This is an optimization exercise on Yosys and OpenROAD, whose aim is small area, not a production implementation.
Function was checked by simulation only, so behaviour that the tests miss may differ from the original.
No activity file was given, so power comes from the tool's default toggle rates.

===== flow/flow/run.sh =====
#!/bin/bash
# Layout flow.
#  1. the standard synthesis (standard.sh synth).
#  2. The same synthesis script once more, with yosys synth's -noabc, so that
#     the full adders written in the RTL reach extract_fa unchanged (fewer
#     inverters), and with an area-oriented script (abc_map_area.script) for
#     the final ABC mapping. regmap.py checks that it has exactly the standard
#     synthesis's registers (paired by Q net, same cell types) and gives them
#     the standard instance names; if not, the standard netlist is used.
#  3. invopt.py removes inverters around full adders (same function, same
#     registers).
#  4. the standard layout from that netlist, with the port buffers made of
#     the smallest buffer and clock tree synthesis without dummy loads.
# Each tool's output goes to a log file of its own in this folder.
set -euo pipefail
R="$PWD/orfs/results/sky130hd/CannyEdge/base"
bash standard.sh synth > synth.log 2>&1
cp "$R/1_2_yosys.v" std_1_2_yosys.v
{
  sed -n '1p' synth_recipe.tcl | sed 's/yosys synth -nofsm -noshare /yosys synth -nofsm -noshare -noabc /'
  echo 'proc abc {args} {'
  echo '  set i [lsearch $args -script]'
  echo "  if { \$i >= 0 } { lset args [expr {\$i + 1}] $PWD/flow/abc_map_area.script }"
  echo '  yosys abc {*}$args'
  echo '}'
  sed -n '2,$p' synth_recipe.tcl
} > synth_noabc.tcl
sed -e "s|SYNTH_SCRIPT=[^ ]*|SYNTH_SCRIPT=$PWD/synth_noabc.tcl|" \
    -e "s|WORK_HOME=[^ ]*|WORK_HOME=$PWD/orfs_alt|" standard.sh > standard_alt.sh
SRC=std_1_2_yosys.v
if bash standard_alt.sh synth > synth_alt.log 2>&1 &&
   python3 flow/regmap.py std_1_2_yosys.v orfs_alt/results/sky130hd/CannyEdge/base/1_2_yosys.v alt_1_2_yosys.v > regmap.log 2>&1; then
  SRC=alt_1_2_yosys.v
fi
echo "netlist: $SRC" >> regmap.log
python3 flow/invopt.py "$SRC" "$R/1_2_yosys.v" > invopt.log 2>&1
rm -f "$R/1_synth.odb" "$R/1_synth.sdc"
export BUFFER_PORTS_ARGS="-buffer_cell sky130_fd_sc_hd__buf_1"
export CTS_ARGS="-sink_clustering_enable -repair_clock_nets -sink_clustering_size 8 -sink_clustering_max_diameter 50 -buf_list sky130_fd_sc_hd__clkbuf_4 -dont_use_dummy_load"
bash standard.sh > layout.log 2>&1

===== flow/flow/abc_map_area.script =====
strash
dc2
dch
map -a
topo
stime -c
dnsize -c

===== flow/flow/invopt.py =====
#!/usr/bin/env python3
"""Removes inverters around full adders in a mapped sky130hd netlist.

A full adder is self-dual: FA(~a,~b,~c) = (~sum, ~cout). For each fa cell,
this script flips it (feeds it the complement of each input and complements
both outputs) when that lowers the number of inverters: an input driven by an
inverter is fed from the inverter's input instead, and an output that drives
inverters feeds their loads directly. Inverters left without loads are
deleted. The function of the netlist is unchanged; registers are untouched.

usage: invopt.py in.v out.v
"""
import re, sys
from collections import defaultdict

src = open(sys.argv[1]).read()
m_mod = re.search(r'^module .*?;\n', src, re.S | re.M)
body_start = m_mod.end()
end = src.rindex('endmodule')
body = src[body_start:end]
cell_re = re.compile(r'^\s*(sky130_fd_sc_hd__\w+)\s+(\\\S+\s|\S+)\s*\((.*?)\);\n', re.S | re.M)
pin_re = re.compile(r'\.(\w+)\(\s*(.*?)\s*\)(?:,|\s*$)', re.S)

decl_lines = []
cells = {}
order = []
pos = 0
first_cell = None
for m in cell_re.finditer(body):
    if first_cell is None:
        first_cell = m.start()
    typ, name, pins = m.group(1), m.group(2).strip(), m.group(3)
    pd = {}
    for pm in pin_re.finditer(pins):
        pd[pm.group(1)] = pm.group(2).strip()
    cells[name] = {'type': typ, 'pins': pd}
    order.append(name)
decls = body[:first_cell]
rest = cell_re.sub('', body[first_cell:])
if rest.strip():
    sys.exit("unexpected netlist content: " + rest.strip()[:200])

OUTPINS = {'X', 'Y', 'Q', 'Q_N', 'SUM', 'COUT', 'HI', 'LO'}
ports = set()
for m in re.finditer(r'^\s*(input|output)\s+(\[\d+:\d+\]\s+)?(\S+);', decls, re.M):
    ports.add(m.group(3))

def is_port(net):
    base = net.split('[')[0]
    return base in ports or net in ports

drv = {}
loads = defaultdict(set)
def rebuild():
    drv.clear(); loads.clear()
    for n, c in cells.items():
        for p, net in c['pins'].items():
            if p in OUTPINS:
                drv[net] = (n, p)
            else:
                loads[net].add((n, p))
rebuild()

def is_inv(n):
    return n in cells and (cells[n]['type'].startswith('sky130_fd_sc_hd__inv_') or cells[n]['type'].startswith('sky130_fd_sc_hd__clkinv_'))

def inv_of(net):
    """an existing inverter whose input is net, or None"""
    for (c, p) in loads.get(net, ()):
        if is_inv(c):
            return c
    return None

cnt = [0]
newwires = []
def newnet():
    cnt[0] += 1
    n = f"_invopt_n{cnt[0]}_"
    newwires.append(n)
    return n

def newinv(a, y):
    cnt[0] += 1
    name = f"_invopt_i{cnt[0]}_"
    cells[name] = {'type': 'sky130_fd_sc_hd__inv_1', 'pins': {'A': a, 'Y': y}}
    order.append(name)
    drv[y] = (name, 'Y'); loads[a].add((name, 'A'))
    return name

def connect(c, p, net):
    old = cells[c]['pins'][p]
    loads[old].discard((c, p))
    cells[c]['pins'][p] = net
    loads[net].add((c, p))

def delete_if_dead(c):
    if c in cells and is_inv(c):
        y = cells[c]['pins']['Y']
        if not loads.get(y) and not is_port(y):
            a = cells[c]['pins']['A']
            loads[a].discard((c, 'A'))
            del drv[y]
            del cells[c]
            return True
    return False

def gain(f):
    c = cells[f]
    g = 0
    for p in ('A', 'B', 'CIN'):
        n = c['pins'][p]
        d = drv.get(n)
        if d and is_inv(d[0]):
            if len(loads[n]) == 1 and not is_port(n):
                g += 1
        elif n.startswith("1'") or n.startswith("1'b"):
            pass
        else:
            if inv_of(n) is None:
                g -= 1
    for p in ('SUM', 'COUT'):
        n = c['pins'][p]
        if is_port(n):
            return -99
        ls = loads.get(n, set())
        invs = [x for x in ls if is_inv(x[0])]
        others = [x for x in ls if not is_inv(x[0])]
        g += len(invs)
        if others:
            g -= 1
    return g

def flip(f):
    c = cells[f]
    for p in ('A', 'B', 'CIN'):
        n = c['pins'][p]
        d = drv.get(n)
        if n in ("1'h0", "1'b0"):
            connect(f, p, "1'h1")
        elif n in ("1'h1", "1'b1"):
            connect(f, p, "1'h0")
        elif d and is_inv(d[0]):
            src_net = cells[d[0]]['pins']['A']
            connect(f, p, src_net)
            delete_if_dead(d[0])
        else:
            i = inv_of(n)
            if i is None:
                y = newnet()
                newinv(n, y)
                connect(f, p, y)
            else:
                connect(f, p, cells[i]['pins']['Y'])
    for p in ('SUM', 'COUT'):
        n = c['pins'][p]
        pn = newnet()
        del drv[n]
        c['pins'][p] = pn
        drv[pn] = (f, p)
        ls = list(loads.get(n, set()))
        for (lc, lp) in ls:
            if is_inv(lc):
                y = cells[lc]['pins']['Y']
                for (c2, p2) in list(loads.get(y, set())):
                    connect(c2, p2, pn)
                if is_port(y):
                    # keep the inverter as a buffer-less path is not possible
                    continue
                loads[n].discard((lc, 'A'))
                del drv[y]
                del cells[lc]
        if loads.get(n):
            newinv(pn, n)

def ninv():
    return sum(1 for c in cells if is_inv(c))

before = ninv()
fas = [n for n in order if cells[n]['type'].startswith('sky130_fd_sc_hd__fa_')]
def descend():
    changed = True
    p = 0
    while changed and p < 50:
        changed = False
        p += 1
        for f in fas:
            if gain(f) > 0:
                flip(f)
                changed = True
    return p
passes = descend()
# plateau moves: flip adders whose flip keeps the count, then descend again;
# deterministic order, stop when a round brings no gain
for rnd in range(20):
    start = ninv()
    for f in fas:
        if gain(f) == 0:
            flip(f)
            descend()
    if ninv() >= start:
        break
after = ninv()
print(f"inverters: {before} -> {after} (greedy, then plateau moves)", file=sys.stderr)

def fmt(net):
    return net + ' ' if net.startswith('\\') else net

out = [src[:body_start], decls]
for w in newwires:
    out.append(f"  wire {w};\n")
for n in order:
    if n not in cells:
        continue
    c = cells[n]
    pins = ",\n".join(f"    .{p}({fmt(v)})" for p, v in c['pins'].items())
    out.append(f"  {c['type']} {fmt(n)} (\n{pins}\n  );\n")
out.append(src[end:])
open(sys.argv[2], 'w').write("".join(out))

===== flow/flow/regmap.py =====
#!/usr/bin/env python3
"""Gives the registers of an alternative synthesis netlist the instance names
of the standard synthesis.

usage: regmap.py std.v alt.v out.v

Registers are paired by the net on their Q pin. The script fails (exit 1),
writing nothing, unless both netlists have the same number of registers, each
Q net appears once in each, and paired registers have the same cell type.
"""
import re, sys

SEQ = re.compile(r'sky130_fd_sc_hd__(?:s?e?df\w*|dl\w*)_\d+$')
cell_re = re.compile(r'^(\s*)(sky130_fd_sc_hd__\w+)\s+(\\\S+\s|\S+)(\s*\()(.*?\);\n)', re.S | re.M)

def regs(txt):
    out = {}
    for m in cell_re.finditer(txt):
        typ, name = m.group(2), m.group(3).strip()
        if SEQ.match(typ):
            q = re.search(r'\.Q\(\s*(.*?)\s*\)', m.group(5))
            if not q:
                sys.exit(f"register {name} without Q pin")
            q = q.group(1)
            if q in out:
                sys.exit(f"Q net {q} driven twice")
            out[q] = (typ, name)
    return out

std = open(sys.argv[1]).read()
alt = open(sys.argv[2]).read()
rs, ra = regs(std), regs(alt)
if set(rs) != set(ra):
    sys.exit(f"register sets differ: {sorted(set(rs) ^ set(ra))[:10]}")
for q in rs:
    if rs[q][0] != ra[q][0]:
        sys.exit(f"register on {q}: {rs[q][0]} vs {ra[q][0]}")
newname = {ra[q][1]: rs[q][1] for q in rs}
stdnames = set(newname.values())
taken = set(m.group(3).strip() for m in cell_re.finditer(alt))
def fmt(n):
    return n + ' ' if n.startswith('\\') else n
k = [0]
def sub(m):
    name = m.group(3).strip()
    if name in newname:
        name = newname[name]
    elif name in stdnames:
        k[0] += 1
        name = f"_regmap_c{k[0]}_"
        assert name not in taken
    return f"{m.group(1)}{m.group(2)} {fmt(name)}{m.group(4)}{m.group(5)}"
out = cell_re.sub(sub, alt)
chk = regs(out)
assert all(chk[q] == rs[q] for q in rs)
open(sys.argv[3], 'w').write(out)
print(f"{len(rs)} registers renamed to the standard synthesis names, {k[0]} other cells renamed")

===== flow/standard.sh =====
#!/bin/bash
# synth_recipe.tcl (not shown) runs the flow's synth.tcl, then flattens the netlist and writes it again
# the make line also repeats each setting of config.mk as NAME=value (left out here)
make -C /OpenROAD-flow-scripts/flow DESIGN_CONFIG=/design/flow/config.mk WORK_HOME=/design/flow/orfs CLKGATE_MAP_FILE= SYNTH_SCRIPT=/design/flow/synth_recipe.tcl "${@:-finish}"

===== flow/config.mk =====
export PLATFORM = sky130hd
export DESIGN_NAME = CannyEdge
export DESIGN_NICKNAME = CannyEdge
export VERILOG_FILES = /design/flow/design.v
export SDC_FILE = /design/flow/constraint.sdc
export NUM_CORES = 4
export LEC_CHECK = 0
export CAP_MARGIN = 20
export CORE_MARGIN = 2
export CORE_UTILIZATION = 70
export PLACE_DENSITY = 0.8
export SLEW_MARGIN = 20

===== flow/constraint.sdc =====
create_clock -name core_clock -period 12.0 [get_ports {clk}]
set_input_delay 2.4000 -clock core_clock [delete_from_list [all_inputs] [get_ports {clk}]]
set_output_delay 2.4000 -clock core_clock [all_outputs]
set_load 0.01 [all_outputs]

===== flow/design.v =====
`timescale 1ns/10ps
module CannyEdge(dAddrRegRow, dAddrRegCol, bWE, bCE, InData, OutData,
	OPMode, bOPEnable, dReadReg, dWriteReg,	clk, rst_b);
input 	[2:0]	dAddrRegRow, dAddrRegCol;
input		bWE, bCE;
input 	[7:0] 	InData;
output 	[7:0] 	OutData;
reg     [7:0] 	OutData;
input 	[2:0]	OPMode;
input 		bOPEnable;
input 	[3:0]	dReadReg, dWriteReg;
input		clk, rst_b;
wire cmd_wr = rst_b & ~bCE & ~bWE;
wire cmd_rd = rst_b & ~bCE &  bWE;
wire cmd_op = rst_b &  bCE & ~bOPEnable;
wire cmd_cl = bCE & bOPEnable;
wire op0 = cmd_op & (OPMode == 3'd0);
wire op1 = cmd_op & (OPMode == 3'd1);
wire op2 = cmd_op & (OPMode == 3'd2);
wire op3 = cmd_op & (OPMode == 3'd3);
reg [2:0] cnt;
always @(posedge clk or negedge rst_b)
	if (!rst_b)
		cnt <= 3'd0;
	else if (cmd_cl)
		cnt <= 3'd0;
	else if (cmd_op & ~cnt[2])
		cnt <= cnt + 3'd1;
wire [2:0] r = dAddrRegRow, c = dAddrRegCol;
wire [4:0] rs = { r[2], r[1] & r[0], r[1] & ~r[0], ~r[1] & r[0], ~(r[2] | r[1] | r[0]) };
wire [4:0] cs = { c[2], c[1] & c[0], c[1] & ~c[0], ~c[1] & c[0], ~(c[2] | c[1] | c[0]) };
wire [24:0] es;	 
genvar gi;
generate for (gi = 0; gi < 25; gi = gi + 1) begin : ge
	assign es[gi] = rs[gi/5] & cs[gi%5];
end endgenerate
wire wsx = (dWriteReg == 4'd0);
wire wsy = (dWriteReg == 4'd1);
wire wsz = ~wsx & ~wsy;
reg [7:0] X [0:24];
wire [7:0] Dz = InData & {8{~bCE}};	 
wire [24:0] clr;
generate for (gi = 0; gi < 25; gi = gi + 1) begin : gxr
	always @(posedge clk)
		if ((cmd_wr & wsx & es[gi]) | clr[gi])
			X[gi] <= Dz;
end endgenerate
reg [2:0] ycls;
always @(posedge clk)
	if (cmd_wr & wsy & es[6])
		ycls <= (InData == 8'd0)   ? 3'd0 :
		        (InData == 8'd45)  ? 3'd1 :
		        (InData == 8'd90)  ? 3'd2 :
		        (InData == 8'd135) ? 3'd3 : 3'd4;
wire y0 = (ycls == 3'd0), y45 = (ycls == 3'd1), y90 = (ycls == 3'd2),
     y135 = (ycls == 3'd3), yoth = ycls[2];
reg [12:0] zf;	 
generate for (gi = 0; gi < 13; gi = gi + 1) begin : gz
	if ((gi % 5) < 3) begin : u
		always @(posedge clk)
			if (cmd_wr & wsz & es[gi])
				zf[gi] <= (dWriteReg == 4'd2) & (InData == 8'd1);
	end else begin : n
		always @(*) zf[gi] = 1'b0;
	end
end endgenerate
wire [3:0] slot_rd = {es[24]|es[9]|es[23]|es[22]|es[18]|es[17],
                      es[20]|es[3]|es[21]|es[14]|es[16]|es[13],
                      es[4]|es[5]|es[19]|es[10]|es[8]|es[11],
                      es[0]|es[1]|es[15]|es[2]|es[6]|es[7]|es[12]};
wire [6:0] lane_rd = {es[12],
                   es[7]|es[11]|es[13]|es[17],
                   es[6]|es[8]|es[16]|es[18],
                   es[2]|es[10]|es[14]|es[22],
                   es[15]|es[19]|es[21]|es[23],
                   es[1]|es[3]|es[5]|es[9],
                   es[0]|es[4]|es[20]|es[24]};
wire [3:0] slot_op = {cnt == 3'd3, cnt == 3'd2, cnt == 3'd1, cnt == 3'd0};
wire [1:0] pq = {ycls[1] ^ OPMode[0], ycls[0]};
wire ph = cnt[0];
reg [3:0] slot_pr;
reg [6:0] lane_pr;	 
always @(*)
	case ({pq, ph})
	3'b000: begin slot_pr = 4'b0001; lane_pr = 7'b0100000; end	 
	3'b001: begin slot_pr = 4'b0010; lane_pr = 7'b0000010; end	 
	3'b010: begin slot_pr = 4'b0001; lane_pr = 7'b0001000; end	 
	3'b011: begin slot_pr = 4'b0010; lane_pr = 7'b0001000; end	 
	3'b100: begin slot_pr = 4'b0010; lane_pr = 7'b0100000; end	 
	3'b101: begin slot_pr = 4'b0001; lane_pr = 7'b0000010; end	 
	3'b110: begin slot_pr = 4'b0001; lane_pr = 7'b0000001; end	 
	default: begin slot_pr = 4'b0001; lane_pr = 7'b1000000; end	 
	endcase
wire [3:0] ss = ~bCE ? slot_rd : OPMode[1] ? slot_pr : slot_op;
wire [6:0] lsel = ~bCE ? lane_rd : (lane_pr & {7{~ycls[2]}});
function [7:0] m4; input [3:0] s; input [7:0] a, b, c, d;
	m4 = ({8{s[0]}} & a) | ({8{s[1]}} & b) | ({8{s[2]}} & c) | ({8{s[3]}} & d);
endfunction
wire [7:0] LA = m4(ss, X[0], X[4], X[20], X[24]);
wire [7:0] LB = m4(ss, X[1], X[5], X[3], X[9]);
wire [7:0] LC = m4(ss, X[15], X[19], X[21], X[23]);
wire [7:0] LD = m4(ss, X[2], X[10], X[14], X[22]);
wire [7:0] LE = m4(ss, X[6], X[8], X[16], X[18]);
wire [7:0] LF = m4(ss, X[7], X[11], X[13], X[17]);
wire [7:0] LG = X[12];	 
wire [7:0] xr = ({8{lsel[0]}} & LA) | ({8{lsel[1]}} & LB) | ({8{lsel[2]}} & LC) |
                ({8{lsel[3]}} & LD) | ({8{lsel[4]}} & LE) | ({8{lsel[5]}} & LF) |
                ({8{lsel[6]}} & LG);
reg [14:0] gacc;
reg gcf;
wire gfirst = (cnt == 3'd0);
wire [14:0] gacc_in = gfirst ? {3'd0, X[12], 4'd0} : gacc;
wire gcf_in = gcf & ~gfirst;
wire ga_1 = LB[0] ^ LC[0];
wire ga_2 = LB[0] & LC[0];
wire ga_3 = LB[1] ^ LC[1] ^ ga_2;
wire ga_4 = (LB[1] & LC[1]) | (LB[1] & ga_2) | (LC[1] & ga_2);
wire ga_5 = LB[2] ^ LC[2] ^ ga_4;
wire ga_6 = (LB[2] & LC[2]) | (LB[2] & ga_4) | (LC[2] & ga_4);
wire ga_7 = LB[3] ^ LC[3] ^ ga_6;
wire ga_8 = (LB[3] & LC[3]) | (LB[3] & ga_6) | (LC[3] & ga_6);
wire ga_9 = LB[4] ^ LC[4] ^ ga_8;
wire ga_10 = (LB[4] & LC[4]) | (LB[4] & ga_8) | (LC[4] & ga_8);
wire ga_11 = LB[5] ^ LC[5] ^ ga_10;
wire ga_12 = (LB[5] & LC[5]) | (LB[5] & ga_10) | (LC[5] & ga_10);
wire ga_13 = LB[6] ^ LC[6] ^ ga_12;
wire ga_14 = (LB[6] & LC[6]) | (LB[6] & ga_12) | (LC[6] & ga_12);
wire ga_15 = LB[7] ^ LC[7] ^ ga_14;
wire ga_16 = (LB[7] & LC[7]) | (LB[7] & ga_14) | (LC[7] & ga_14);
wire [8:0] t3 = {ga_16, ga_15, ga_13, ga_11, ga_9, ga_7, ga_5, ga_3, ga_1};
wire ga_17 = gacc_in[0] ^ LA[0] ^ LE[0];
wire ga_18 = (gacc_in[0] & LA[0]) | (gacc_in[0] & LE[0]) | (LA[0] & LE[0]);
wire ga_19 = gacc_in[1] ^ LA[1] ^ LE[1];
wire ga_20 = (gacc_in[1] & LA[1]) | (gacc_in[1] & LE[1]) | (LA[1] & LE[1]);
wire ga_21 = LE[0] ^ LF[0] ^ t3[0];
wire ga_22 = (LE[0] & LF[0]) | (LE[0] & t3[0]) | (LF[0] & t3[0]);
wire ga_23 = ga_18 ^ ga_19 ^ t3[1];
wire ga_24 = (ga_18 & ga_19) | (ga_18 & t3[1]) | (ga_19 & t3[1]);
wire ga_25 = gacc_in[2] ^ LA[2] ^ LD[0];
wire ga_26 = (gacc_in[2] & LA[2]) | (gacc_in[2] & LD[0]) | (LA[2] & LD[0]);
wire ga_27 = LE[2] ^ LE[1] ^ LE[0];
wire ga_28 = (LE[2] & LE[1]) | (LE[2] & LE[0]) | (LE[1] & LE[0]);
wire ga_29 = LF[1] ^ ga_20 ^ ga_25;
wire ga_30 = (LF[1] & ga_20) | (LF[1] & ga_25) | (ga_20 & ga_25);
wire ga_31 = ga_27 ^ ga_22 ^ t3[1];
wire ga_32 = (ga_27 & ga_22) | (ga_27 & t3[1]) | (ga_22 & t3[1]);
wire ga_33 = ga_29 ^ t3[2] ^ ga_24;
wire ga_34 = (ga_29 & t3[2]) | (ga_29 & ga_24) | (t3[2] & ga_24);
wire ga_35 = gacc_in[3] ^ LA[3] ^ LD[1];
wire ga_36 = (gacc_in[3] & LA[3]) | (gacc_in[3] & LD[1]) | (LA[3] & LD[1]);
wire ga_37 = LE[3] ^ LE[2] ^ LE[1];
wire ga_38 = (LE[3] & LE[2]) | (LE[3] & LE[1]) | (LE[2] & LE[1]);
wire ga_39 = LF[2] ^ LF[0] ^ ga_26;
wire ga_40 = (LF[2] & LF[0]) | (LF[2] & ga_26) | (LF[0] & ga_26);
wire ga_41 = ga_28 ^ ga_35 ^ ga_37;
wire ga_42 = (ga_28 & ga_35) | (ga_28 & ga_37) | (ga_35 & ga_37);
wire ga_43 = ga_30 ^ ga_39 ^ ga_41;
wire ga_44 = (ga_30 & ga_39) | (ga_30 & ga_41) | (ga_39 & ga_41);
wire ga_45 = t3[2] ^ ga_32 ^ ga_43;
wire ga_46 = (t3[2] & ga_32) | (t3[2] & ga_43) | (ga_32 & ga_43);
wire ga_47 = t3[3] ^ ga_34 ^ ga_45;
wire ga_48 = (t3[3] & ga_34) | (t3[3] & ga_45) | (ga_34 & ga_45);
wire ga_49 = gacc_in[4] ^ LA[4] ^ LD[2];
wire ga_50 = (gacc_in[4] & LA[4]) | (gacc_in[4] & LD[2]) | (LA[4] & LD[2]);
wire ga_51 = LE[4] ^ LE[3] ^ LE[2];
wire ga_52 = (LE[4] & LE[3]) | (LE[4] & LE[2]) | (LE[3] & LE[2]);
wire ga_53 = LF[3] ^ LF[1] ^ ga_36;
wire ga_54 = (LF[3] & LF[1]) | (LF[3] & ga_36) | (LF[1] & ga_36);
wire ga_55 = ga_38 ^ ga_49 ^ ga_51;
wire ga_56 = (ga_38 & ga_49) | (ga_38 & ga_51) | (ga_49 & ga_51);
wire ga_57 = ga_40 ^ ga_42 ^ ga_53;
wire ga_58 = (ga_40 & ga_42) | (ga_40 & ga_53) | (ga_42 & ga_53);
wire ga_59 = ga_55 ^ ga_44 ^ ga_57;
wire ga_60 = (ga_55 & ga_44) | (ga_55 & ga_57) | (ga_44 & ga_57);
wire ga_61 = t3[3] ^ ga_46 ^ ga_59;
wire ga_62 = (t3[3] & ga_46) | (t3[3] & ga_59) | (ga_46 & ga_59);
wire ga_63 = t3[4] ^ ga_48 ^ ga_61;
wire ga_64 = (t3[4] & ga_48) | (t3[4] & ga_61) | (ga_48 & ga_61);
wire ga_65 = gacc_in[5] ^ LA[5] ^ LD[3];
wire ga_66 = (gacc_in[5] & LA[5]) | (gacc_in[5] & LD[3]) | (LA[5] & LD[3]);
wire ga_67 = LE[5] ^ LE[4] ^ LE[3];
wire ga_68 = (LE[5] & LE[4]) | (LE[5] & LE[3]) | (LE[4] & LE[3]);
wire ga_69 = LF[4] ^ LF[2] ^ ga_50;
wire ga_70 = (LF[4] & LF[2]) | (LF[4] & ga_50) | (LF[2] & ga_50);
wire ga_71 = ga_52 ^ ga_65 ^ ga_67;
wire ga_72 = (ga_52 & ga_65) | (ga_52 & ga_67) | (ga_65 & ga_67);
wire ga_73 = ga_54 ^ ga_56 ^ ga_69;
wire ga_74 = (ga_54 & ga_56) | (ga_54 & ga_69) | (ga_56 & ga_69);
wire ga_75 = ga_71 ^ ga_58 ^ ga_73;
wire ga_76 = (ga_71 & ga_58) | (ga_71 & ga_73) | (ga_58 & ga_73);
wire ga_77 = ga_60 ^ ga_75 ^ t3[4];
wire ga_78 = (ga_60 & ga_75) | (ga_60 & t3[4]) | (ga_75 & t3[4]);
wire ga_79 = ga_62 ^ t3[5] ^ ga_77;
wire ga_80 = (ga_62 & t3[5]) | (ga_62 & ga_77) | (t3[5] & ga_77);
wire ga_81 = gacc_in[6] ^ LA[6] ^ LD[4];
wire ga_82 = (gacc_in[6] & LA[6]) | (gacc_in[6] & LD[4]) | (LA[6] & LD[4]);
wire ga_83 = LE[6] ^ LE[5] ^ LE[4];
wire ga_84 = (LE[6] & LE[5]) | (LE[6] & LE[4]) | (LE[5] & LE[4]);
wire ga_85 = LF[5] ^ LF[3] ^ ga_66;
wire ga_86 = (LF[5] & LF[3]) | (LF[5] & ga_66) | (LF[3] & ga_66);
wire ga_87 = ga_68 ^ ga_81 ^ ga_83;
wire ga_88 = (ga_68 & ga_81) | (ga_68 & ga_83) | (ga_81 & ga_83);
wire ga_89 = ga_70 ^ ga_72 ^ ga_85;
wire ga_90 = (ga_70 & ga_72) | (ga_70 & ga_85) | (ga_72 & ga_85);
wire ga_91 = ga_87 ^ ga_74 ^ ga_89;
wire ga_92 = (ga_87 & ga_74) | (ga_87 & ga_89) | (ga_74 & ga_89);
wire ga_93 = ga_76 ^ ga_91 ^ t3[5];
wire ga_94 = (ga_76 & ga_91) | (ga_76 & t3[5]) | (ga_91 & t3[5]);
wire ga_95 = ga_78 ^ t3[6] ^ ga_80;
wire ga_96 = (ga_78 & t3[6]) | (ga_78 & ga_80) | (t3[6] & ga_80);
wire ga_97 = gacc_in[7] ^ LA[7] ^ LD[5];
wire ga_98 = (gacc_in[7] & LA[7]) | (gacc_in[7] & LD[5]) | (LA[7] & LD[5]);
wire ga_99 = LE[7] ^ LE[6] ^ LE[5];
wire ga_100 = (LE[7] & LE[6]) | (LE[7] & LE[5]) | (LE[6] & LE[5]);
wire ga_101 = LF[6] ^ LF[4] ^ ga_82;
wire ga_102 = (LF[6] & LF[4]) | (LF[6] & ga_82) | (LF[4] & ga_82);
wire ga_103 = ga_84 ^ ga_97 ^ ga_99;
wire ga_104 = (ga_84 & ga_97) | (ga_84 & ga_99) | (ga_97 & ga_99);
wire ga_105 = ga_86 ^ ga_88 ^ ga_101;
wire ga_106 = (ga_86 & ga_88) | (ga_86 & ga_101) | (ga_88 & ga_101);
wire ga_107 = ga_103 ^ ga_90 ^ ga_105;
wire ga_108 = (ga_103 & ga_90) | (ga_103 & ga_105) | (ga_90 & ga_105);
wire ga_109 = ga_92 ^ ga_107 ^ t3[6];
wire ga_110 = (ga_92 & ga_107) | (ga_92 & t3[6]) | (ga_107 & t3[6]);
wire ga_111 = ga_94 ^ t3[7] ^ ga_96;
wire ga_112 = (ga_94 & t3[7]) | (ga_94 & ga_96) | (t3[7] & ga_96);
wire ga_113 = gacc_in[8] ^ LD[6] ^ LE[7];
wire ga_114 = (gacc_in[8] & LD[6]) | (gacc_in[8] & LE[7]) | (LD[6] & LE[7]);
wire ga_115 = LE[6] ^ LF[7] ^ LF[5];
wire ga_116 = (LE[6] & LF[7]) | (LE[6] & LF[5]) | (LF[7] & LF[5]);
wire ga_117 = gcf_in ^ ga_98 ^ ga_100;
wire ga_118 = (gcf_in & ga_98) | (gcf_in & ga_100) | (ga_98 & ga_100);
wire ga_119 = ga_113 ^ ga_115 ^ ga_102;
wire ga_120 = (ga_113 & ga_115) | (ga_113 & ga_102) | (ga_115 & ga_102);
wire ga_121 = ga_104 ^ ga_117 ^ ga_106;
wire ga_122 = (ga_104 & ga_117) | (ga_104 & ga_106) | (ga_117 & ga_106);
wire ga_123 = ga_119 ^ ga_108 ^ ga_121;
wire ga_124 = (ga_119 & ga_108) | (ga_119 & ga_121) | (ga_108 & ga_121);
wire ga_125 = ga_123 ^ t3[8] ^ t3[7];
wire ga_126 = (ga_123 & t3[8]) | (ga_123 & t3[7]) | (t3[8] & t3[7]);
wire ga_127 = ga_110 ^ ga_112 ^ ga_125;
wire ga_128 = (ga_110 & ga_112) | (ga_110 & ga_125) | (ga_112 & ga_125);
wire ga_129 = gacc_in[9] ^ LD[7] ^ LE[7];
wire ga_130 = (gacc_in[9] & LD[7]) | (gacc_in[9] & LE[7]) | (LD[7] & LE[7]);
wire ga_131 = LF[6] ^ ga_114 ^ ga_116;
wire ga_132 = (LF[6] & ga_114) | (LF[6] & ga_116) | (ga_114 & ga_116);
wire ga_133 = ga_129 ^ ga_118 ^ ga_131;
wire ga_134 = (ga_129 & ga_118) | (ga_129 & ga_131) | (ga_118 & ga_131);
wire ga_135 = ga_120 ^ ga_133 ^ ga_122;
wire ga_136 = (ga_120 & ga_133) | (ga_120 & ga_122) | (ga_133 & ga_122);
wire ga_137 = ga_124 ^ ga_135 ^ t3[8];
wire ga_138 = (ga_124 & ga_135) | (ga_124 & t3[8]) | (ga_135 & t3[8]);
wire ga_139 = ga_126 ^ ga_137 ^ ga_128;
wire ga_140 = (ga_126 & ga_137) | (ga_126 & ga_128) | (ga_137 & ga_128);
wire ga_141 = gacc_in[10] ^ LF[7] ^ ga_130;
wire ga_142 = (gacc_in[10] & LF[7]) | (gacc_in[10] & ga_130) | (LF[7] & ga_130);
wire ga_143 = ga_132 ^ ga_141 ^ ga_134;
wire ga_144 = (ga_132 & ga_141) | (ga_132 & ga_134) | (ga_141 & ga_134);
wire ga_145 = ga_143 ^ ga_136 ^ ga_138;
wire ga_146 = (ga_143 & ga_136) | (ga_143 & ga_138) | (ga_136 & ga_138);
wire ga_147 = gacc_in[11] ^ ga_142 ^ ga_144;
wire ga_148 = (gacc_in[11] & ga_142) | (gacc_in[11] & ga_144) | (ga_142 & ga_144);
wire ga_149 = t3[0] ^ ga_17;
wire ga_150 = t3[0] & ga_17;
wire ga_151 = ga_21 ^ ga_23 ^ ga_150;
wire ga_152 = (ga_21 & ga_23) | (ga_21 & ga_150) | (ga_23 & ga_150);
wire ga_153 = ga_31 ^ ga_33 ^ ga_152;
wire ga_154 = (ga_31 & ga_33) | (ga_31 & ga_152) | (ga_33 & ga_152);
wire ga_155 = ga_47 ^ ga_154;
wire ga_156 = ga_47 & ga_154;
wire ga_157 = ga_63 ^ ga_156;
wire ga_158 = ga_63 & ga_156;
wire ga_159 = ga_64 ^ ga_79 ^ ga_158;
wire ga_160 = (ga_64 & ga_79) | (ga_64 & ga_158) | (ga_79 & ga_158);
wire ga_161 = ga_93 ^ ga_95 ^ ga_160;
wire ga_162 = (ga_93 & ga_95) | (ga_93 & ga_160) | (ga_95 & ga_160);
wire ga_163 = ga_109 ^ ga_111 ^ ga_162;
wire ga_164 = (ga_109 & ga_111) | (ga_109 & ga_162) | (ga_111 & ga_162);
wire ga_165 = ga_145 ^ ga_140;
wire ga_166 = ga_145 & ga_140;
wire ga_167 = ga_147 ^ ga_146 ^ ga_166;
wire ga_168 = (ga_147 & ga_146) | (ga_147 & ga_166) | (ga_146 & ga_166);
wire ga_169 = gacc_in[12] ^ ga_148 ^ ga_168;
wire ga_170 = (gacc_in[12] & ga_148) | (gacc_in[12] & ga_168) | (ga_148 & ga_168);
wire ga_171 = gacc_in[13] ^ ga_170;
wire ga_172 = gacc_in[13] & ga_170;
wire ga_173 = gacc_in[14] ^ ga_172;
wire ga_174 = gacc_in[14] & ga_172;
wire [14:0] gnext = {ga_173, ga_171, ga_169, ga_167, ga_165, ga_139, ga_127, ga_163, ga_161, ga_159, ga_157, ga_155, ga_153, ga_151, ga_149};
wire gcf_next = ga_164;
always @(posedge clk) if (op0 & ~cnt[2]) begin
	gacc <= gnext;
	gcf <= gcf_next;
end
wire [7:0] gf = {gacc[14:8] + {6'd0, gcf}, gacc[7]};
wire [7:0] X0 = X[0], X1 = X[1], X2 = X[2], X5 = X[5], X7 = X[7], X10 = X[10], X11 = X[11], X12 = X[12];
wire gsel = ~cnt[1] & ~cnt[2];	 
wire ngsel = ~gsel;
wire [7:0] wa = gsel ? X7 : X1, wb = gsel ? X5 : X11;
wire sb_1 = X2[0] ^ ~X10[0] ^ 1'b1;
wire sb_2 = (X2[0] & ~X10[0]) | (X2[0] & 1'b1) | (~X10[0] & 1'b1);
wire sb_3 = X2[1] ^ ~X10[1] ^ sb_2;
wire sb_4 = (X2[1] & ~X10[1]) | (X2[1] & sb_2) | (~X10[1] & sb_2);
wire sb_5 = X2[2] ^ ~X10[2] ^ sb_4;
wire sb_6 = (X2[2] & ~X10[2]) | (X2[2] & sb_4) | (~X10[2] & sb_4);
wire sb_7 = X2[3] ^ ~X10[3] ^ sb_6;
wire sb_8 = (X2[3] & ~X10[3]) | (X2[3] & sb_6) | (~X10[3] & sb_6);
wire sb_9 = X2[4] ^ ~X10[4] ^ sb_8;
wire sb_10 = (X2[4] & ~X10[4]) | (X2[4] & sb_8) | (~X10[4] & sb_8);
wire sb_11 = X2[5] ^ ~X10[5] ^ sb_10;
wire sb_12 = (X2[5] & ~X10[5]) | (X2[5] & sb_10) | (~X10[5] & sb_10);
wire sb_13 = X2[6] ^ ~X10[6] ^ sb_12;
wire sb_14 = (X2[6] & ~X10[6]) | (X2[6] & sb_12) | (~X10[6] & sb_12);
wire sb_15 = X2[7] ^ ~X10[7] ^ sb_14;
wire sb_16 = (X2[7] & ~X10[7]) | (X2[7] & sb_14) | (~X10[7] & sb_14);
wire sb_17 = 1'b1 ^ sb_16;
wire [8:0] sS = {sb_17, sb_15, sb_13, sb_11, sb_9, sb_7, sb_5, sb_3, sb_1};
wire sb_19 = X12[0] ^ ~X0[0] ^ 1'b1;
wire sb_20 = (X12[0] & ~X0[0]) | (X12[0] & 1'b1) | (~X0[0] & 1'b1);
wire sb_21 = X12[1] ^ ~X0[1] ^ sb_20;
wire sb_22 = (X12[1] & ~X0[1]) | (X12[1] & sb_20) | (~X0[1] & sb_20);
wire sb_23 = X12[2] ^ ~X0[2] ^ sb_22;
wire sb_24 = (X12[2] & ~X0[2]) | (X12[2] & sb_22) | (~X0[2] & sb_22);
wire sb_25 = X12[3] ^ ~X0[3] ^ sb_24;
wire sb_26 = (X12[3] & ~X0[3]) | (X12[3] & sb_24) | (~X0[3] & sb_24);
wire sb_27 = X12[4] ^ ~X0[4] ^ sb_26;
wire sb_28 = (X12[4] & ~X0[4]) | (X12[4] & sb_26) | (~X0[4] & sb_26);
wire sb_29 = X12[5] ^ ~X0[5] ^ sb_28;
wire sb_30 = (X12[5] & ~X0[5]) | (X12[5] & sb_28) | (~X0[5] & sb_28);
wire sb_31 = X12[6] ^ ~X0[6] ^ sb_30;
wire sb_32 = (X12[6] & ~X0[6]) | (X12[6] & sb_30) | (~X0[6] & sb_30);
wire sb_33 = X12[7] ^ ~X0[7] ^ sb_32;
wire sb_34 = (X12[7] & ~X0[7]) | (X12[7] & sb_32) | (~X0[7] & sb_32);
wire sb_35 = 1'b1 ^ sb_34;
wire [8:0] sT = {sb_35, sb_33, sb_31, sb_29, sb_27, sb_25, sb_23, sb_21, sb_19};
wire sb_37 = wa[0] ^ ~wb[0] ^ 1'b1;
wire sb_38 = (wa[0] & ~wb[0]) | (wa[0] & 1'b1) | (~wb[0] & 1'b1);
wire sb_39 = wa[1] ^ ~wb[1] ^ sb_38;
wire sb_40 = (wa[1] & ~wb[1]) | (wa[1] & sb_38) | (~wb[1] & sb_38);
wire sb_41 = wa[2] ^ ~wb[2] ^ sb_40;
wire sb_42 = (wa[2] & ~wb[2]) | (wa[2] & sb_40) | (~wb[2] & sb_40);
wire sb_43 = wa[3] ^ ~wb[3] ^ sb_42;
wire sb_44 = (wa[3] & ~wb[3]) | (wa[3] & sb_42) | (~wb[3] & sb_42);
wire sb_45 = wa[4] ^ ~wb[4] ^ sb_44;
wire sb_46 = (wa[4] & ~wb[4]) | (wa[4] & sb_44) | (~wb[4] & sb_44);
wire sb_47 = wa[5] ^ ~wb[5] ^ sb_46;
wire sb_48 = (wa[5] & ~wb[5]) | (wa[5] & sb_46) | (~wb[5] & sb_46);
wire sb_49 = wa[6] ^ ~wb[6] ^ sb_48;
wire sb_50 = (wa[6] & ~wb[6]) | (wa[6] & sb_48) | (~wb[6] & sb_48);
wire sb_51 = wa[7] ^ ~wb[7] ^ sb_50;
wire sb_52 = (wa[7] & ~wb[7]) | (wa[7] & sb_50) | (~wb[7] & sb_50);
wire sb_53 = 1'b1 ^ sb_52;
wire [8:0] sW = {sb_53, sb_51, sb_49, sb_47, sb_45, sb_43, sb_41, sb_39, sb_37};
wire [8:0] sTn = sT ^ {9{ngsel}};	 
wire sb_55 = sTn[0] ^ ngsel ^ sS[0];
wire sb_56 = (sTn[0] & ngsel) | (sTn[0] & sS[0]) | (ngsel & sS[0]);
wire sb_57 = sTn[1] ^ sW[0] ^ sS[1];
wire sb_58 = (sTn[1] & sW[0]) | (sTn[1] & sS[1]) | (sW[0] & sS[1]);
wire sb_59 = sb_56 ^ sb_57;
wire sb_60 = sb_56 & sb_57;
wire sb_61 = sTn[2] ^ sW[1] ^ sS[2];
wire sb_62 = (sTn[2] & sW[1]) | (sTn[2] & sS[2]) | (sW[1] & sS[2]);
wire sb_63 = sb_58 ^ sb_60 ^ sb_61;
wire sb_64 = (sb_58 & sb_60) | (sb_58 & sb_61) | (sb_60 & sb_61);
wire sb_65 = sTn[3] ^ sW[2] ^ sS[3];
wire sb_66 = (sTn[3] & sW[2]) | (sTn[3] & sS[3]) | (sW[2] & sS[3]);
wire sb_67 = sb_62 ^ sb_64 ^ sb_65;
wire sb_68 = (sb_62 & sb_64) | (sb_62 & sb_65) | (sb_64 & sb_65);
wire sb_69 = sTn[4] ^ sW[3] ^ sS[4];
wire sb_70 = (sTn[4] & sW[3]) | (sTn[4] & sS[4]) | (sW[3] & sS[4]);
wire sb_71 = sb_66 ^ sb_68 ^ sb_69;
wire sb_72 = (sb_66 & sb_68) | (sb_66 & sb_69) | (sb_68 & sb_69);
wire sb_73 = sTn[5] ^ sW[4] ^ sS[5];
wire sb_74 = (sTn[5] & sW[4]) | (sTn[5] & sS[5]) | (sW[4] & sS[5]);
wire sb_75 = sb_70 ^ sb_72 ^ sb_73;
wire sb_76 = (sb_70 & sb_72) | (sb_70 & sb_73) | (sb_72 & sb_73);
wire sb_77 = sTn[6] ^ sW[5] ^ sS[6];
wire sb_78 = (sTn[6] & sW[5]) | (sTn[6] & sS[6]) | (sW[5] & sS[6]);
wire sb_79 = sb_74 ^ sb_76 ^ sb_77;
wire sb_80 = (sb_74 & sb_76) | (sb_74 & sb_77) | (sb_76 & sb_77);
wire sb_81 = sTn[7] ^ sW[6] ^ sS[7];
wire sb_82 = (sTn[7] & sW[6]) | (sTn[7] & sS[7]) | (sW[6] & sS[7]);
wire sb_83 = sb_78 ^ sb_80 ^ sb_81;
wire sb_84 = (sb_78 & sb_80) | (sb_78 & sb_81) | (sb_80 & sb_81);
wire sb_85 = ~sTn[8] ^ sW[7] ^ ~sS[8];
wire sb_86 = (~sTn[8] & sW[7]) | (~sTn[8] & ~sS[8]) | (sW[7] & ~sS[8]);
wire sb_87 = sb_82 ^ sb_85 ^ sb_84;
wire sb_88 = (sb_82 & sb_85) | (sb_82 & sb_84) | (sb_85 & sb_84);
wire sb_89 = ~sW[8] ^ sb_86 ^ sb_88;
wire sb_90 = (~sW[8] & sb_86) | (~sW[8] & sb_88) | (sb_86 & sb_88);
wire sb_91 = 1'b1 ^ sb_90;
wire [10:0] g = {sb_91, sb_89, sb_87, sb_83, sb_79, sb_75, sb_71, sb_67, sb_63, sb_59, sb_55};
reg sg;
always @(posedge clk) sg <= g[10];
wire [9:0] ap = g[9:0] ^ {10{sg}};	 
reg [7:0] r_grad;
reg [1:0] r_dir;	 
reg sxr;
wire [9:0] axp = {r_dir, r_grad};
wire [9:0] ayp = ap;
wire sx = sxr, sy = sg;
wire sb_93 = axp[0] ^ ayp[0] ^ sx;
wire sb_94 = (axp[0] & ayp[0]) | (axp[0] & sx) | (ayp[0] & sx);
wire sb_95 = sy ^ sb_93;
wire sb_96 = sy & sb_93;
wire sb_97 = axp[1] ^ ayp[1] ^ sb_94;
wire sb_98 = (axp[1] & ayp[1]) | (axp[1] & sb_94) | (ayp[1] & sb_94);
wire sb_99 = sb_96 ^ sb_97;
wire sb_100 = sb_96 & sb_97;
wire sb_101 = axp[2] ^ ayp[2] ^ sb_98;
wire sb_102 = (axp[2] & ayp[2]) | (axp[2] & sb_98) | (ayp[2] & sb_98);
wire sb_103 = sb_100 ^ sb_101;
wire sb_104 = sb_100 & sb_101;
wire sb_105 = axp[3] ^ ayp[3] ^ sb_102;
wire sb_106 = (axp[3] & ayp[3]) | (axp[3] & sb_102) | (ayp[3] & sb_102);
wire sb_107 = sb_104 ^ sb_105;
wire sb_108 = sb_104 & sb_105;
wire sb_109 = axp[4] ^ ayp[4] ^ sb_106;
wire sb_110 = (axp[4] & ayp[4]) | (axp[4] & sb_106) | (ayp[4] & sb_106);
wire sb_111 = sb_108 ^ sb_109;
wire sb_112 = sb_108 & sb_109;
wire sb_113 = axp[5] ^ ayp[5] ^ sb_110;
wire sb_114 = (axp[5] & ayp[5]) | (axp[5] & sb_110) | (ayp[5] & sb_110);
wire sb_115 = sb_112 ^ sb_113;
wire sb_116 = sb_112 & sb_113;
wire sb_117 = axp[6] ^ ayp[6] ^ sb_114;
wire sb_118 = (axp[6] & ayp[6]) | (axp[6] & sb_114) | (ayp[6] & sb_114);
wire sb_119 = sb_116 ^ sb_117;
wire sb_120 = sb_116 & sb_117;
wire sb_121 = axp[7] ^ ayp[7] ^ sb_118;
wire sb_122 = (axp[7] & ayp[7]) | (axp[7] & sb_118) | (ayp[7] & sb_118);
wire sb_123 = sb_120 ^ sb_121;
wire sb_124 = sb_120 & sb_121;
wire sb_125 = axp[8] ^ ayp[8] ^ sb_122;
wire sb_126 = (axp[8] & ayp[8]) | (axp[8] & sb_122) | (ayp[8] & sb_122);
wire sb_127 = sb_124 ^ sb_125;
wire sb_128 = sb_124 & sb_125;
wire sb_129 = axp[9] ^ ayp[9] ^ sb_126;
wire sb_130 = (axp[9] & ayp[9]) | (axp[9] & sb_126) | (ayp[9] & sb_126);
wire sb_131 = sb_128 ^ sb_129;
wire sb_132 = sb_128 & sb_129;
wire sb_133 = sb_130 ^ sb_132;
wire [10:0] gsum2 = {sb_133, sb_131, sb_127, sb_123, sb_119, sb_115, sb_111, sb_107, sb_103, sb_99, sb_95};
wire sb_135 = axp[0] ^ sx;
wire sb_136 = axp[0] & sx;
wire sb_137 = axp[1] ^ ~ayp[0] ^ ~sy;
wire sb_138 = (axp[1] & ~ayp[0]) | (axp[1] & ~sy) | (~ayp[0] & ~sy);
wire sb_139 = sb_136 ^ sb_137;
wire sb_140 = sb_136 & sb_137;
wire sb_141 = axp[2] ^ ~ayp[1] ^ sb_138;
wire sb_142 = (axp[2] & ~ayp[1]) | (axp[2] & sb_138) | (~ayp[1] & sb_138);
wire sb_143 = sb_140 ^ sb_141;
wire sb_144 = sb_140 & sb_141;
wire sb_145 = axp[3] ^ ~ayp[2] ^ sb_142;
wire sb_146 = (axp[3] & ~ayp[2]) | (axp[3] & sb_142) | (~ayp[2] & sb_142);
wire sb_147 = sb_144 ^ sb_145;
wire sb_148 = sb_144 & sb_145;
wire sb_149 = axp[4] ^ ~ayp[3] ^ sb_146;
wire sb_150 = (axp[4] & ~ayp[3]) | (axp[4] & sb_146) | (~ayp[3] & sb_146);
wire sb_151 = sb_148 ^ sb_149;
wire sb_152 = sb_148 & sb_149;
wire sb_153 = axp[5] ^ ~ayp[4] ^ sb_150;
wire sb_154 = (axp[5] & ~ayp[4]) | (axp[5] & sb_150) | (~ayp[4] & sb_150);
wire sb_155 = sb_152 ^ sb_153;
wire sb_156 = sb_152 & sb_153;
wire sb_157 = axp[6] ^ ~ayp[5] ^ sb_154;
wire sb_158 = (axp[6] & ~ayp[5]) | (axp[6] & sb_154) | (~ayp[5] & sb_154);
wire sb_159 = sb_156 ^ sb_157;
wire sb_160 = sb_156 & sb_157;
wire sb_161 = axp[7] ^ ~ayp[6] ^ sb_158;
wire sb_162 = (axp[7] & ~ayp[6]) | (axp[7] & sb_158) | (~ayp[6] & sb_158);
wire sb_163 = sb_160 ^ sb_161;
wire sb_164 = sb_160 & sb_161;
wire sb_165 = axp[8] ^ ~ayp[7] ^ sb_162;
wire sb_166 = (axp[8] & ~ayp[7]) | (axp[8] & sb_162) | (~ayp[7] & sb_162);
wire sb_167 = sb_164 ^ sb_165;
wire sb_168 = sb_164 & sb_165;
wire sb_169 = axp[9] ^ ~ayp[8] ^ sb_166;
wire sb_170 = (axp[9] & ~ayp[8]) | (axp[9] & sb_166) | (~ayp[8] & sb_166);
wire sb_171 = sb_168 ^ sb_169;
wire sb_172 = sb_168 & sb_169;
wire sb_173 = ~ayp[9] ^ sb_170 ^ sb_172;
wire sb_174 = (~ayp[9] & sb_170) | (~ayp[9] & sb_172) | (sb_170 & sb_172);
wire sb_175 = 1'b1 ^ sb_174;
wire [11:0] dd = {sb_175, sb_173, sb_171, sb_167, sb_163, sb_159, sb_155, sb_151, sb_147, sb_143, sb_139, sb_135};
wire sb_177 = axp[0] ^ sx ^ dd[2];
wire sb_178 = (axp[0] & sx) | (axp[0] & dd[2]) | (sx & dd[2]);
wire sb_179 = axp[1] ^ dd[3] ^ sb_178;
wire sb_180 = (axp[1] & dd[3]) | (axp[1] & sb_178) | (dd[3] & sb_178);
wire sb_181 = axp[2] ^ dd[4] ^ sb_180;
wire sb_182 = (axp[2] & dd[4]) | (axp[2] & sb_180) | (dd[4] & sb_180);
wire sb_183 = axp[3] ^ dd[5] ^ sb_182;
wire sb_184 = (axp[3] & dd[5]) | (axp[3] & sb_182) | (dd[5] & sb_182);
wire sb_185 = axp[4] ^ dd[6] ^ sb_184;
wire sb_186 = (axp[4] & dd[6]) | (axp[4] & sb_184) | (dd[6] & sb_184);
wire sb_187 = axp[5] ^ dd[7] ^ sb_186;
wire sb_188 = (axp[5] & dd[7]) | (axp[5] & sb_186) | (dd[7] & sb_186);
wire sb_189 = axp[6] ^ dd[8] ^ sb_188;
wire sb_190 = (axp[6] & dd[8]) | (axp[6] & sb_188) | (dd[8] & sb_188);
wire sb_191 = axp[7] ^ dd[9] ^ sb_190;
wire sb_192 = (axp[7] & dd[9]) | (axp[7] & sb_190) | (dd[9] & sb_190);
wire sb_193 = axp[8] ^ sb_192 ^ dd[10];
wire sb_194 = (axp[8] & sb_192) | (axp[8] & dd[10]) | (sb_192 & dd[10]);
wire sb_195 = axp[9] ^ 1'b1 ^ ~dd[11];
wire sb_196 = (axp[9] & 1'b1) | (axp[9] & ~dd[11]) | (1'b1 & ~dd[11]);
wire sb_197 = sb_194 ^ sb_195;
wire sb_198 = sb_194 & sb_195;
wire sb_199 = 1'b1 ^ sb_196 ^ sb_198;
wire sb_200 = (1'b1 & sb_196) | (1'b1 & sb_198) | (sb_196 & sb_198);
wire sb_201 = 1'b1 ^ sb_200;
wire [13:0] ee = {sb_201, sb_199, sb_197, sb_193, sb_191, sb_189, sb_187, sb_185, sb_183, sb_181, sb_179, sb_177, dd[1], dd[0]};
wire le1 = ~dd[11];	 
wire le5 = ~ee[13];	 
wire [1:0] dirn = le1 ? 2'd0 : le5 ? ((sx == sy) ? 2'd1 : 2'd3) : 2'd2;
always @(posedge clk)
	if (op1 & (cnt == 3'd1)) begin
		{r_dir, r_grad} <= ap;
		sxr <= sg;
	end else if (op1 & (cnt == 3'd3)) begin
		r_grad <= gsum2[10:3];
		r_dir  <= dirn;
	end
function hi; input [7:0] v; hi = (v >= 8'd15); endfunction
wire ge6 = (X[6] >= xr);	 
wire hin = hi(xr);		 
reg nf;			 
always @(posedge clk) nf <= OPMode[0] ? hin : ge6;
wire at1 = (cnt == 3'd1);
wire keep = ~ycls[2] & nf & ge6;
wire nms = op2 & at1;
assign clr[7]  = nms & keep & (ycls[1:0] == 2'd0);
assign clr[5]  = nms & keep & (ycls[1:0] == 2'd0);
assign clr[2]  = nms & keep & (ycls[1:0] == 2'd1);
assign clr[10] = nms & keep & (ycls[1:0] == 2'd1);
assign clr[11] = nms & keep & (ycls[1:0] == 2'd2);
assign clr[1]  = nms & keep & (ycls[1:0] == 2'd2);
assign clr[0]  = nms & keep & (ycls[1:0] == 2'd3);
assign clr[12] = nms & keep & (ycls[1:0] == 2'd3);
assign clr[6]  = nms & ~keep;
assign clr[3] = 1'b0; assign clr[4] = 1'b0; assign clr[8] = 1'b0; assign clr[9] = 1'b0;
generate for (gi = 13; gi < 25; gi = gi + 1) begin : gc
	assign clr[gi] = 1'b0;
end endgenerate
wire nb_z  = (y0 & (zf[1] | zf[11])) | (y45 & (zf[0] | zf[12])) |
             (y90 & (zf[5] | zf[7])) | (y135 & (zf[2] | zf[10])) | (yoth & zf[6]);
wire th = hi(X[6]) | (~(X[6] <= 8'd10) & (nf | hin | nb_z));
reg r_th;
always @(posedge clk) if (op3 & at1) r_th <= th;
wire [7:0] dirv = {r_dir == 2'd3, r_dir == 2'd2, r_dir == 2'd1, r_dir == 2'd2,
                   r_dir[0] ^ r_dir[1], r_dir[0], r_dir[1], r_dir[0]};
always @(posedge clk)
	if (cmd_rd)
		case (dReadReg)
		4'd0: OutData <= gf;
		4'd1: OutData <= r_grad;
		4'd2: OutData <= dirv;
		4'd3: OutData <= xr;
		4'd4: OutData <= {7'd0, r_th};
		default: OutData <= 8'd0;
		endcase
endmodule

==> results.py <==
metrics = {
    "cts": {
        "clock_latency_ps": 660,
        "clk_pin_slew_ps": 80,
        "root_buffer": "clkbuf_4",
        "clockBufferDepth": 3,
        "cts-hold-fix-buffers": 0,
        "cts_sinks": 253,
        "post_cts_resized": 0,
        "cts_max_level": 2,
        "postCtsSetupBuffers": 0,
        "cts_made_buffers": 38,
        "tritoncts": "yes",
    },
    "grt": {
        "antenna_found_initial": 1,
        "grt_pass1_wl_um": 58100,
        "grt-ovfl-total": 0,
        "grt_max_degree": 41,
        "grt_pass1_vias": 10100,
        "grt.total_usage": 0.367,
    },
    "setup_path": {
        "rr_endpoint": "gacc[14]$_DFFE_PP_",
        "worstPathArrival_ps": 11090,
        "critical_path.max_fanout": 20,
        "crit_path_start_kind": "input port",
        "endpoint_kind": "flop",
        "worstPathRequired_ps": 12400,
        "reg2reg_from": "cnt[0]$_DFFE_PN0P_",
        "rrSetupSlack_ps": 3050,
        "reg2reg_depth": 24,
        "setup.worst_path.class": "in2reg",
    },
    "power": {
        "switchingPower_uw": 1630,
        "internal-power_uw": 2440,
        "p_comb_frac": 0.599,
        "clockPowerShare": 0.104,
        "ir_worst_vdd_mv": 0.198,
        "fin_total_pwr_uw": 4080,
        "swShare": 0.400,
        "seqPwrFrac": 0.297,
        "p_leak_uw": 0.00515,
        "power_density_mw_per_mm2": 263,
    },
    "floorplanning": {
        "rows": 52,
        "start_util": 0.714,
        "die_x_um": 148,
        "core_area_sq_mm": 0.0202,
        "pin_count": 38,
        "die_area_sq_mm": 0.0218,
        "fp.dieH_um": 148,
    },
    "finish": {
        "nets": 1458,
        "layout-drive-gt1-share": 0.0677,
        "area_growth_pct": 7.44,
    },
    "timing": {
        "max_slew_margin": 0.0859,
        "fmax_mhz": 93.5,
        "rsz0062_at_grt": "no",
        "fin_worst_skew_ps": 60.4,
        "setup_viol": 0,
        "min_period_ps": 10690,
        "tightestPinTransition_ps": 1360,
        "hold_viol": 0,
        "setup_tns_ps": 0,
        "slew_violations": 0,
        "final.period_utilization": 0.891,
    },
    "hold_path": {
        "min_path_cells": 2,
        "hp-class": "reg2reg",
        "hold_end": "OutData[0]$_DFFE_PP_",
        "worstHoldStart": "r_th$_DFFE_PP_",
    },
    "logic_synthesis": {
        "yosysWarnings": 2,
        "synth_nets": 1349,
        "synth_area_per_cell_sq_um": 12.7,
        "syn_area_sq_mm": 0.0144,
        "synth_cells": 1134,
    },
    "routing": {
        "wl_met1_um": 14400,
        "wl_per_cell_um": 25.6,
        "highest_layer": "met4",
        "met2_length_um": 18400,
        "dr_wl_met3_um": 4280,
        "dr.pass1.iters": 6,
        "via_per_inst": 6.58,
        "drt_iter0_markers": 1275,
        "route.detailed.drc": 0,
        "drtAntennaViolNets": 0,
        "vias": 9943,
        "wl_um": 38700,
    },
    "placement": {
        "io_buffers": 37,
        "place_congestion": 1.06,
        "hpwlAfterDp_um": 29600,
    },
    "run": {
        "maxCapViolations": 0,
    },
    "status": {
        "status": "timing/DRC/antenna clean",
    },
}
## cell usage in the layout, fill, tap and decap left out, types with 2 or more instances in the layout
master,n
nand4_1,13
clkinv_1,139
nor3_1,22
o21ai_1,2
nand2_1,143
ha_1,47
o22ai_1,6
nor3_2,3
a211oi_1,2
a21oi_1,30
mux2i_1,3
dfrtp_1,3
fa_1,138
buf_1,37
inv_1,5
o21ai_0,42
o221ai_1,7
clkbuf_4,38
o21a_1,4
a31oi_1,5
xor2_1,6
nand3_1,24
a21boi_0,2
xnor2_1,13
o211ai_1,26
nor2_2,5
nor4_1,6
nor4_2,2
a22oi_1,93
dfxtp_1,2
nor2_1,80
a22o_1,3
buf_4,31
edfxtp_1,248
## final cells by class
cell class / count / area, sq um
antenna: 1 / 2.50
tap: 270 / 338
sequential: 253 / 7560
fill: 1267 / 4720
multi-input combinational: 737 / 6400
clock buffer: 38 / 285
inverter: 144 / 541
timing repair buffer: 69 / 392
## metrics by stage
step / instances / util / instance area (sq um) / setup slack [ps] / hold slack (ps)
floorplan: 1134 / - / 14400 / 120 / 512
global placement: 1473 / 0.752 / 15200 / 921 / 602
detailed placement: 1473 / 0.752 / 15200 / 872 / 613
CTS: 1511 / 0.766 / 15500 / 1510 / 643
global route: 1512 / 0.767 / 15500 / 1110 / 667
finish: 1512 / 0.767 / 15500 / 1310 / 652
## critical path: stages
cell and delay, ps:
buf_1 70, buf_4 260, clkinv_1 380, nor2_1 290, clkinv_1 190, o22ai_2 730, buf_4 410, clkinv_1 240
o211ai_1 720, fa_1 570, fa_1 410, fa_1 560, fa_1 430, fa_1 400, fa_1 390, fa_1 410
fa_1 450, fa_1 420, ha_1 220, fa_1 380, fa_1 390, ha_1 210, xnor2_1 140
## flip-flops by register name, summed over array words and instances, names as in the netlist
| name | count |
|---|---|
| gcf | 1 |
| sg | 1 |
| gacc | 15 |
| cnt | 3 |
| zf | 9 |
| sxr | 1 |
| OutData | 8 |
| ycls | 3 |
| nf | 1 |
| X | 200 |
| r_th | 1 |
| r_dir | 2 |
| r_grad | 8 |
## power groups by stage
stage	clock (uW)	sequential (uW)	combinational, uW
final	423	1210	2440
after global routing	454	1210	2860
after CTS	423	1210	2440
after detailed placement	0	1230	2440
after global placement	0	1230	2340
after floorplan	0	1230	1840
## per-layer routing
layer / vias up / global-route usage
met3: 116 / 0.0586
met1: 4832 / 0.517
met5: - / 0
met4: 0 / 0.147
li1: 4304 / -
met2: 691 / 0.588
## worst max-delay path by stage
stage / from / end / slack [ps] / cells after the start
after floorplan: bCE / gacc[14]$_DFFE_PP_ / 120 / 21
after global placement: bCE / gacc[14]$_DFFE_PP_ / 920 / 23
after detailed placement: bCE / gacc[14]$_DFFE_PP_ / 870 / 23
after CTS: dAddrRegRow[2] / gacc[14]$_DFFE_PP_ / 1510 / 26
after global routing: dAddrRegRow[2] / gacc[14]$_DFFE_PP_ / 1110 / 26
final: bCE / gacc[14]$_DFFE_PP_ / 1310 / 23

separate check: timing with driven ports:
The results above use ideal ports. As a check the final layout listed here was re-extracted and re-timed, cells and wires unchanged.
Step 1 assumes that a clkbuf_16 drives the clock port and a buf_2 every other input.
Step 2 adds t to the input delays and takes it off the output delays; t is the mean of the earliest and latest rising clock arrival at the registers after step 1. Input paths then give back, and output paths get back, about the clock's delay inside the block.
Three values: ideal ports, drivers, drivers and shift; two values: the first two.
t, ns: 0.677
slack for setup (ns): 1.310 / 1.329 / 0.652
worst setup path after step 2: input to register
worst data-port slew with drivers (ns): 0.04
pins driven straight from the clock port: 1
After both steps this run still meets setup and hold. For this run, drivers alone change the setup slack by +0.019 ns; drivers and shift together by -0.658 ns.
